This is an optimization exercise on Yosys and OpenROAD, whose aim is small area, a short achievable clock period and few clock cycles, not a production implementation. RTL that was checked went through simulation tests only; none was proved equivalent to the original. For run 1, only the layout was checked, not whether the RTL still works.

## flow/design.v (module list and top-level ports; edited modules follow where they fit)
// module Bicubic: 377 lines
// module cubic_kernel: 1178 lines
// module tmul: 445 lines
// module kfa: 4 lines
// module kha: 4 lines
module Bicubic #(parameter fraction_bits = 15)
(
input CLK,
input RST,
input enable,
input [7:0] input_data,
output logic [13:0] iaddr,
output logic ird,
output logic we,
output logic [13:0] waddr,
output logic [7:0] output_data,
input [6:0] V0,
input [6:0] H0,
input [4:0] SW,
input [4:0] SH,
input [5:0] TW,
input [5:0] TH,
output logic DONE
);
  // ...
==> flow/flow/run.sh <==
#!/bin/bash
# The standard layout (standard.sh), except that the ports are buffered with a
# plain buffer cell instead of the default delay cell.  The make output goes
# to standard.log; each ORFS step also keeps its own log under orfs/logs/.
set -euo pipefail
export BUFFER_PORTS_ARGS="-buffer_cell sky130_fd_sc_hd__buf_2"
bash standard.sh > standard.log 2>&1
==> flow/standard.sh <==
#!/bin/bash
# synth_recipe.tcl (not shown) runs the flow's synth.tcl, then flattens the netlist and writes it again
# the make line also repeats each setting of config.mk as NAME=value (left out here)
make -C /OpenROAD-flow-scripts/flow DESIGN_CONFIG=/design/flow/config.mk WORK_HOME=/design/flow/orfs CLKGATE_MAP_FILE= SYNTH_SCRIPT=/design/flow/synth_recipe.tcl "${@:-finish}"
==> flow/config.mk <==
export PLATFORM = sky130hd
export DESIGN_NAME = Bicubic
export DESIGN_NICKNAME = Bicubic
export VERILOG_FILES = /design/flow/design.v
export SDC_FILE = /design/flow/constraint.sdc
export NUM_CORES = 4
export LEC_CHECK = 0
export CAP_MARGIN = 20
export CORE_MARGIN = 2
export CORE_UTILIZATION = 40
export SLEW_MARGIN = 20
export SYNTH_HIERARCHICAL = 1
export SYNTH_MINIMUM_KEEP_SIZE = 0
==> flow/constraint.sdc <==
create_clock -name core_clock -period 55.0 [get_ports {CLK}]
set_input_delay 11.0000 -clock core_clock [delete_from_list [all_inputs] [get_ports {CLK}]]
set_output_delay 11.0000 -clock core_clock [all_outputs]
set_load 0.01 [all_outputs]
==> reports/qor.txt, run 1 <==
Warnings, synthesis -> 9
FF-to-FF setup slack -> 42010 ps
Largest net degree at the start of global routing -> 85
CP peak stage delay -> 820 ps
GPL Wtd Cong -> 0.900
FF-to-FF path depth -> 31
Initial antenna violation count -> 6
Cell area after synthesis -> 0.0559 mm2
Core area -> 0.139 mm2
DIE AREA -> 0.143 mm2
WL met2 -> 65300 um
Overall Global Routing Usage -> 20.1%
CTS tree -> done
Max Slew Vio Count -> 0
Setup TNS -> 0 ps
Total grt overflow -> 0
Critical Path AT -> 13410 ps
Vias in the first global route -> 37519
Clk buf depth -> 3
Via density per instance -> 5.29
Ports -> 86
Final instance area -> 0.0611 mm2
Top cell category -> multi-input gates
Status -> no timing/DRC/antenna violations
Routed Antenna Nets -> 0
Hold Buf Count CTS -> 0
DR vias -> 35701
Period Utilization, post-route -> 23.6%
Layout clock buffers -> 107
Worst-path fanout max -> 64
==> run 2: changes to the inputs <==
--- a/flow/design.v
+++ b/flow/design.v
@@ -536,18 +536,40 @@
 kfa uka_s69(.a(ka_k50), .b(ka_s51), .c(ka_s29), .s(ka_s69), .co(ka_k70));
 kfa uka_s71(.a(ka_k52), .b(ka_s53), .c(ka_s33), .s(ka_s71), .co(ka_k72));
 kfa uka_s73(.a(ka_k54), .b(ka_s55), .c(ka_s37), .s(ka_s73), .co(ka_k74));
 kfa uka_s75(.a(ka_k56), .b(ka_s57), .c(ka_pp39), .s(ka_s75), .co(ka_k76));
 kha uka_s77(.a(ka_k58), .b(ka_k40), .s(ka_s77), .co(ka_k78));
 wire [10:0] ka_ra = {ka_k78, ka_k76, ka_k74, ka_k72, ka_k70, ka_k68, ka_k66, ka_k64, ka_k62, ka_k60, ka_s59};
 wire [10:0] ka_rb = {1'b1, ka_s77, ka_s75, ka_s73, ka_s71, ka_s69, ka_s67, ka_s65, ka_s63, ka_s61, ka_pp40};
 wire [10:0] ka = ka_ra + ka_rb;
+wire kzr0 = kbw_ra[0] ^ kbw_rb[0];
+wire kzc0 = (kbw_ra[0] & kbw_rb[0]) | ((kbw_ra[0] ^ kbw_rb[0]));
+wire kzr1 = kbw_ra[1] ^ kbw_rb[1];
+wire kzc1 = (kbw_ra[1] & kbw_rb[1]) | ((kbw_ra[1] ^ kbw_rb[1]));
+wire kzr2 = kbw_ra[2] ^ kbw_rb[2];
+wire kzc2 = (kbw_ra[2] & kbw_rb[2]) | ((kbw_ra[2] ^ kbw_rb[2]));
+wire kzr3 = kbw_ra[3] ^ kbw_rb[3];
+wire kzc3 = (kbw_ra[3] & kbw_rb[3]) | ((kbw_ra[3] ^ kbw_rb[3]));
+wire kzr4 = kbw_ra[4] ^ kbw_rb[4];
+wire kzc4 = (kbw_ra[4] & kbw_rb[4]) | ((kbw_ra[4] ^ kbw_rb[4]));
+wire kzr5 = kbw_ra[5] ^ kbw_rb[5];
+wire kzc5 = (kbw_ra[5] & kbw_rb[5]) | ((kbw_ra[5] ^ kbw_rb[5]));
+wire kzr6 = kbw_ra[6] ^ kbw_rb[6];
+wire kzc6 = (kbw_ra[6] & kbw_rb[6]) | ((kbw_ra[6] ^ kbw_rb[6]));
+wire kzr7 = kbw_ra[7] ^ kbw_rb[7];
+wire kzc7 = (kbw_ra[7] & kbw_rb[7]) | ((kbw_ra[7] ^ kbw_rb[7]));
+wire kzr8 = kbw_ra[8] ^ kbw_rb[8];
+wire kzc8 = (kbw_ra[8] & kbw_rb[8]) | ((kbw_ra[8] ^ kbw_rb[8]));
+wire kzr9 = kbw_ra[9] ^ kbw_rb[9];
+wire kzc9 = (kbw_ra[9] & kbw_rb[9]) | ((kbw_ra[9] ^ kbw_rb[9]));
+wire kzr10 = kbw_ra[10] ^ kbw_rb[10] ^ 1'b1;
+wire kzc10 = (kbw_ra[10] & kbw_rb[10]) | ((kbw_ra[10] ^ kbw_rb[10]) & 1'b0);
+wire kz = ~kzr0 & (kzr1 ~^ kzc0) & (kzr2 ~^ kzc1) & (kzr3 ~^ kzc2) & (kzr4 ~^ kzc3) & (kzr5 ~^ kzc4) & (kzr6 ~^ kzc5) & (kzr7 ~^ kzc6) & (kzr8 ~^ kzc7) & (kzr9 ~^ kzc8) & (kzr10 ~^ kzc9);    
 wire [10:0] kb = kbw;
-wire kz = (kbw == 11'h400);          
 wire ob = kb[0] & t2[0];
 wire oa = ka[0] & t3[0];
 wire pp0 = c[0] & f[0];
 wire pp1 = c[0] & f[1];
 wire pp2 = c[0] & f[2];
 wire pp3 = c[0] & f[3];
 wire pp4 = c[0] & f[4];
 wire pp5 = c[0] & f[5];
==> reports/qor.txt, run 2 <==
Status -> no timing/DRC/antenna violations (unchanged)
Cell area after synthesis -> 0.0564 mm2 (was 0.0559 mm2)
Crit end category -> register (unchanged)
Detailed-route DRC error count -> 0 (unchanged)
HP Class -> register to register (unchanged)
Clock slew seen by the registers of the worst setup and hold paths -> 60 ps (about the same)
WS Path Type -> register to register (unchanged)
Highest clock rate -> 78.1 MHz (was 77.0 MHz)
DR vias -> 36333 (was 35701)
Clk buf depth -> 3 (unchanged)
Critical Path AT -> 13240 ps (was 13410 ps)
Top delay family on crit path -> adder cells (unchanged)
Slowest stage cell on the critical path -> o21ai_0 (unchanged)
Nets -> 5993 (was 5903)
Ports -> 86 (unchanged)
Setup TNS -> 0 ps (unchanged)
Largest net degree at the start of global routing -> 76 (was 85)
Worst-Skew Late Latency -> 650 ps (was 660 ps)
Post_cts resized -> 0 (unchanged)
Total grt overflow -> 0 (unchanged)
Area Overhead vs Synth -> 9.49% (was 9.29%)
Crit start category -> register (unchanged)
RSZ-0062 raised after global routing -> no (unchanged)
DIE AREA -> 0.144 mm2 (was 0.143 mm2)
First-pass GRT wire length -> 226000 um (was 222000 um)
Share of cells above drive strength 1 -> 9.30% (was 9.41%)
Die Span Y -> 379 um (was 378 um)
Post-CTS setup buffers -> 0 (unchanged)
Worst hold margin -> 326 ps (about the same)
Post-DR wirelength/cell -> 21.1 um (was 21.0 um)
Cts bufs inserted -> 73 (was 72)
Skew final -> 33.3 ps (was 37.1 ps)
CP Data Required Time -> 55440 ps (was 55420 ps)
GPL Wtd Cong -> 0.918 (was 0.900)
DR iter-0 viols -> 2484 (was 2362)
Period Utilization, post-route -> 23.3% (was 23.6%)
DRT Pass-1 Iters -> 8 (was 5)
Max Slew Vio Count -> 0 (unchanged)
Max cap viols -> 0 (unchanged)
Overall Global Routing Usage -> 20.5% (was 20.1%)
Tightest Pin Transition -> 1140 ps (was 1180 ps)
CTS tree -> done (unchanged)
Relative max-transition margin -> 23.9% (was 20.6%)
Routed Antenna Nets -> 0 (unchanged)
Cell Count, Final, Fillers Out -> 6826 (was 6744)
Worst-path fanout max -> 63 (was 64)
Synthesized instance count -> 4816 (was 4739)
Avg Inst Size Synth -> 11.7 um2 (was 11.8 um2)
Commonest non-fill, non-tap cell in the layout -> and2_1 (was fa_1)
Standard-cell rows -> 137 (unchanged)
Initial antenna violation count -> 3 (was 6)
CP peak stage delay -> 860 ps (was 820 ps)
Die X-Extent -> 379 um (was 378 um)
CTS H-tree lvls -> 3 (unchanged)
Total routed wirelength -> 144000 um (was 142000 um)
Vias in the first global route -> 38275 (was 37519)
Via density per instance -> 5.32 (was 5.29)
Final setup viols -> 0 (unchanged)
Core area -> 0.140 mm2 (was 0.139 mm2)
Pre-CTS setup slack -> 42170 ps (was 42010 ps)
Tmin final -> 12810 ps (was 12990 ps)
Warnings, synthesis -> 9 (unchanged)
Hold Buf Count CTS -> 0 (unchanged)
Port bufs -> 85 (unchanged)
Worst path most repeated cell -> fa_1 (unchanged)
Worst Path Buf+Inv -> 3 (unchanged)
Fin. Hold Viols -> 0 (unchanged)
Most frequent cells in the layout -> 736 x and2_1, 722 x fa_1, 550 x edfxtp_1, 335 x ha_1, 324 x nand2_1 (was 722 x fa_1, 710 x and2_1, 550 x edfxtp_1, 326 x ha_1, 298 x nand2_1)
DP Wirelength -> 107000 um (was 106000 um)
Clock root buffer -> clkbuf_16 (unchanged)
Sinks on Clock Net -> 662 (unchanged)
Final worst slack -> 42190 ps (was 42010 ps)
Top flop regs -> W (64), nA (64), nH (64) (unchanged)
Initial Utilization -> 40.4% (was 40.2%)
Inst Count DP -> 6686 (was 6609)
==> run 2: routing by layer <==
layer / vias to the layer above / track usage (%) / part of all wire (%)
met2: 968 / 33.0 / 46
li1: 16559 / - / -
met3: 162 / 3.81 / 6.3
met4: 0 / 4.35 / 1.8
met5: - / 0 / 0
met1: 18644 / 28.8 / 46
==> run 2: stage by stage <==
step	utilization (%)	area (um2)
final	44.2	61700
after detailed placement	42.5	59400
after floorplan	-	56400
after global placement	42.5	59300
after global routing	44.2	61700
after CTS	44.1	61700
==> run 2: worst register-to-register path: cells and delay by family (launching register included) <==
kind | cells | cell delay [ps]
AO/OA/AOI/OAI | 12 | 3380
XOR/XNOR | 2 | 1170
adder cells (fa/ha/maj) | 12 | 5650
buffers and inverters | 3 | 1070
flip-flops | 1 | 440
multiplexers | 1 | 190
AND/OR/NAND/NOR | 3 | 690
==> run 2: area by class of cell <==
cell class / count / area [um2]
Timing Repair Buffer: 189 / 1250
Tap cell: 1876 / 2350
Sequential cell: 662 / 19000
Clock buffer: 94 / 1960
Multi-Input combinational cell: 3726 / 36000
Fill cell: 12923 / 78000
Inverter: 237 / 892
Antenna cell: 2 / 5.00
Clock inverter: 40 / 333
==> run 2: path summary, 6_finish.rpt <==
path	from	end	slack (ps)	depth (start not counted)
worst max-delay path	oc$_SDFFCE_PP0P_	nH[5][3]$_DFFE_PP_	42190	33
worst min register to register	tg1_free$_DFF_P_	tg2_free$_DFF_P_	330	0
min in group asynchronous	RST	nvalid[1]$_DFF_PP0_	10660	2
worst min-delay path	tg1_free$_DFF_P_	tg2_free$_DFF_P_	330	0
max in group asynchronous	RST	tg3_fire$_DFF_PP0_	43630	2
worst max register to register	oc$_SDFFCE_PP0P_	nH[5][3]$_DFFE_PP_	42190	33
Testbench counts of run 2, summed over its fixed seeds: cycles 89,565.
==> run 3: changes to the inputs <==
==> flow/run.sh (new file) <==
#!/bin/bash
# synth_recipe.tcl (not shown) runs the flow's synth.tcl, then flattens the netlist and writes it again
# the make line also repeats each setting of config.mk as NAME=value (left out here)
make -C /OpenROAD-flow-scripts/flow DESIGN_CONFIG=/design/flow/config.mk WORK_HOME=/design/flow/orfs CLKGATE_MAP_FILE= SYNTH_SCRIPT=/design/flow/synth_recipe.tcl finish
removed: flow/flow/run.sh
removed: flow/standard.sh
==> reports/qor.txt, run 3 <==
Fin. Hold Viols -> 0 (unchanged)
Overall Global Routing Usage -> 20.2% (was 20.5%)
Slowest stage cell on the critical path -> clkdlybuf4s50_1 (was o21ai_0)
Relative max-transition margin -> 23.0% (was 23.9%)
Synthesized instance count -> 4816 (unchanged)
Tmin final -> 12740 ps (was 12810 ps)
Hold Buf Count CTS -> 0 (unchanged)
CTS H-tree lvls -> 3 (unchanged)
Skew final -> 34.1 ps (was 33.3 ps)
Hold Path End -> tg3_free$_DFF_P_ (was tg2_free$_DFF_P_)
Initial antenna violation count -> 9 (was 3)
Core area -> 0.140 mm2 (unchanged)
Tightest Pin Transition -> 1150 ps (was 1140 ps)
Setup TNS -> 0 ps (unchanged)
Post_cts resized -> 0 (unchanged)
Worst hold margin -> 325 ps (was 326 ps)
Period Utilization, post-route -> 23.2% (was 23.3%)
Initial Utilization -> 40.4% (unchanged)
Die Span Y -> 379 um (unchanged)
DR iter-0 viols -> 2490 (was 2484)
CP cell instances -> clkdlybuf4s50_1
Max Slew Vio Count -> 0 (unchanged)
Worst Path Buf+Inv -> 1 (was 3)
DR vias -> 36094 (was 36333)
Status -> no timing/DRC/antenna violations (unchanged)
Cts bufs inserted -> 73 (unchanged)
GPL Wtd Cong -> 0.878 (was 0.918)
Top delay family on crit path -> buffers and inverters (was adder cells)
CTS tree -> done (unchanged)
Die X-Extent -> 379 um (unchanged)
Ports -> 86 (unchanged)
DRT Pass-1 Iters -> 5 (was 8)
Detailed-route DRC error count -> 0 (unchanged)
Worst-path fanout max -> 6 (was 63)
WS Path Type -> register to primary output (was register to register)
Highest clock rate -> 78.5 MHz (was 78.1 MHz)
RSZ-0062 raised after global routing -> no (unchanged)
CP peak stage delay -> 600 ps (was 860 ps)
Via density per instance -> 5.29 (was 5.32)
Routed Antenna Nets -> 0 (unchanged)
Crit start category -> register (unchanged)
Clk buf depth -> 3 (unchanged)
CP Data Required Time -> 44000 ps (was 55440 ps)
Post-CTS setup buffers -> 0 (unchanged)
Worst-Skew Late Latency -> 650 ps (about the same)
FF-to-FF path depth -> 33 (unchanged)
HP Class -> register to register (unchanged)
Hold depth -> 0 (unchanged)
Top flop regs -> W (64), nA (64), nH (64) (unchanged)
Avg Inst Size Synth -> 11.7 um2 (unchanged)
Clock slew seen by the registers of the worst setup and hold paths -> 60 ps (about the same)
Commonest non-fill, non-tap cell in the layout -> and2_1 (unchanged)
Share of cells above drive strength 1 -> 7.95% (was 9.30%)
Area Overhead vs Synth -> 10.5% (was 9.49%)
Largest net degree at the start of global routing -> 74 (was 76)
Post-DR wirelength/cell -> 21.0 um (was 21.1 um)
FF-to-FF setup slack -> 42520 ps (was 42190 ps)
Final setup viols -> 0 (unchanged)
Crit end category -> primary output (was register)
HP Start -> tg2_free$_DFF_P_ (was tg1_free$_DFF_P_)
Sinks on Clock Net -> 662 (unchanged)
Warnings, synthesis -> 9 (unchanged)
DP Wirelength -> 106000 um (was 107000 um)
Total routed wirelength -> 143000 um (was 144000 um)
Total grt overflow -> 0 (unchanged)
Worst r2r dst -> nH[0][3]$_DFFE_PP_ (was nH[5][3]$_DFFE_PP_)
Cell area after synthesis -> 0.0564 mm2 (unchanged)
Max cap viols -> 0 (unchanged)
Clock root buffer -> clkbuf_16 (unchanged)
Critical Path AT -> 1740 ps (was 13240 ps)
Most frequent cells in the layout -> 736 x and2_1, 722 x fa_1, 550 x edfxtp_1, 335 x ha_1, 324 x nand2_1 (unchanged)
Port bufs -> 85 (unchanged)
Worst r2r src -> oc$_SDFFCE_PP0P_ (unchanged)
Standard-cell rows -> 137 (unchanged)
Nets -> 5989 (was 5993)
First-pass GRT wire length -> 225000 um (was 226000 um)
DIE AREA -> 0.144 mm2 (unchanged)
Vias in the first global route -> 38204 (was 38275)
==> run 3: cell types whose count changed in the layout (fill, tap and decap cells not counted), sizes merged <==
cell           before  now
clkinv             29   30
inv               243  241
buf               188   99
clkdlybuf4s50       0   85
clkbuf             95   98
==> run 3: through the flow <==
step | utilization, % | instances | instance area (um2) | worst slack [ps]
after global placement | 42.8 | 6680 | 59700 | 42360
after CTS | 44.5 | 6816 | 62200 | 42210
final | 44.6 | 6824 | 62300 | 42260
after floorplan | - | 4831 | 56400 | 43050
after global routing | 44.6 | 6822 | 62300 | 41910
after detailed placement | 42.8 | 6680 | 59700 | 42330
==> run 3: worst max path at each step <==
stage,from,to,depth (start not counted)
2_1_floorplan,RST,DONE$_DFFE_PP0P_,1
3_3_place_gp,RST,tg3_fire$_DFF_PP0_,2
3_5_place_dp,RST,tg3_fire$_DFF_PP0_,2
4_1_cts,waddr[12]$_SDFFCE_PP0P_,waddr[12],1
5_1_grt,oc$_SDFFCE_PP0P_,nH[7][7]$_DFFE_PP_,31
6_report,waddr[12]$_SDFFCE_PP0P_,waddr[12],1
==> run 3: area by class of cell <==
cell class | count | area (um2)
Fill cell | 12880 | 77400
Multi-Input combinational cell | 3726 | 36000
Sequential cell | 662 | 19000
Tap cell | 1876 | 2350
Clock buffer | 97 | 2040
Timing Repair Buffer | 185 | 1660
Inverter | 237 | 892
Clock inverter | 39 | 383
Antenna cell | 2 | 5.00
==> run 3: routing by layer <==
layer  share of wire, %  GRT usage [%]  wire [um]  up-vias
met3                5.5           3.31       7880      189
met2                 47           33.2      67300      871
li1                   -              -          -    16543
met4                1.8           4.04       2560        8
met5              0.034              0         49        -
met1                 46           28.3      65200    18483

what the ideal ports hide:
Ports are ideal in the flow. The routed layouts listed here were re-timed in OpenROAD. Step 1 (the two cells are an assumption about what drives the block):
set clk [get_ports {CLK}]
set_driving_cell -lib_cell sky130_fd_sc_hd__clkbuf_16 $clk
set_driving_cell -lib_cell sky130_fd_sc_hd__buf_2 [delete_from_list [all_inputs] $clk]
Step 2 also shifts input and output timing later by t, the mid clock arrival at the registers, as if the neighbouring blocks saw the same clock. a / b / c = ideal ports / drivers / drivers and shift; a / b = the first two.
run | t (ns) | setup slack, ns | worst setup path at the end
run 1 | 0.708 | 42.010 / 42.010 / 42.010 | register to register
run 2 | 0.702 | 42.195 / 42.195 / 42.195 | register to register
run 3 | 0.708 | 42.264 / 42.192 / 42.495 | input to register
After both steps setup and hold are still met in every run listed.
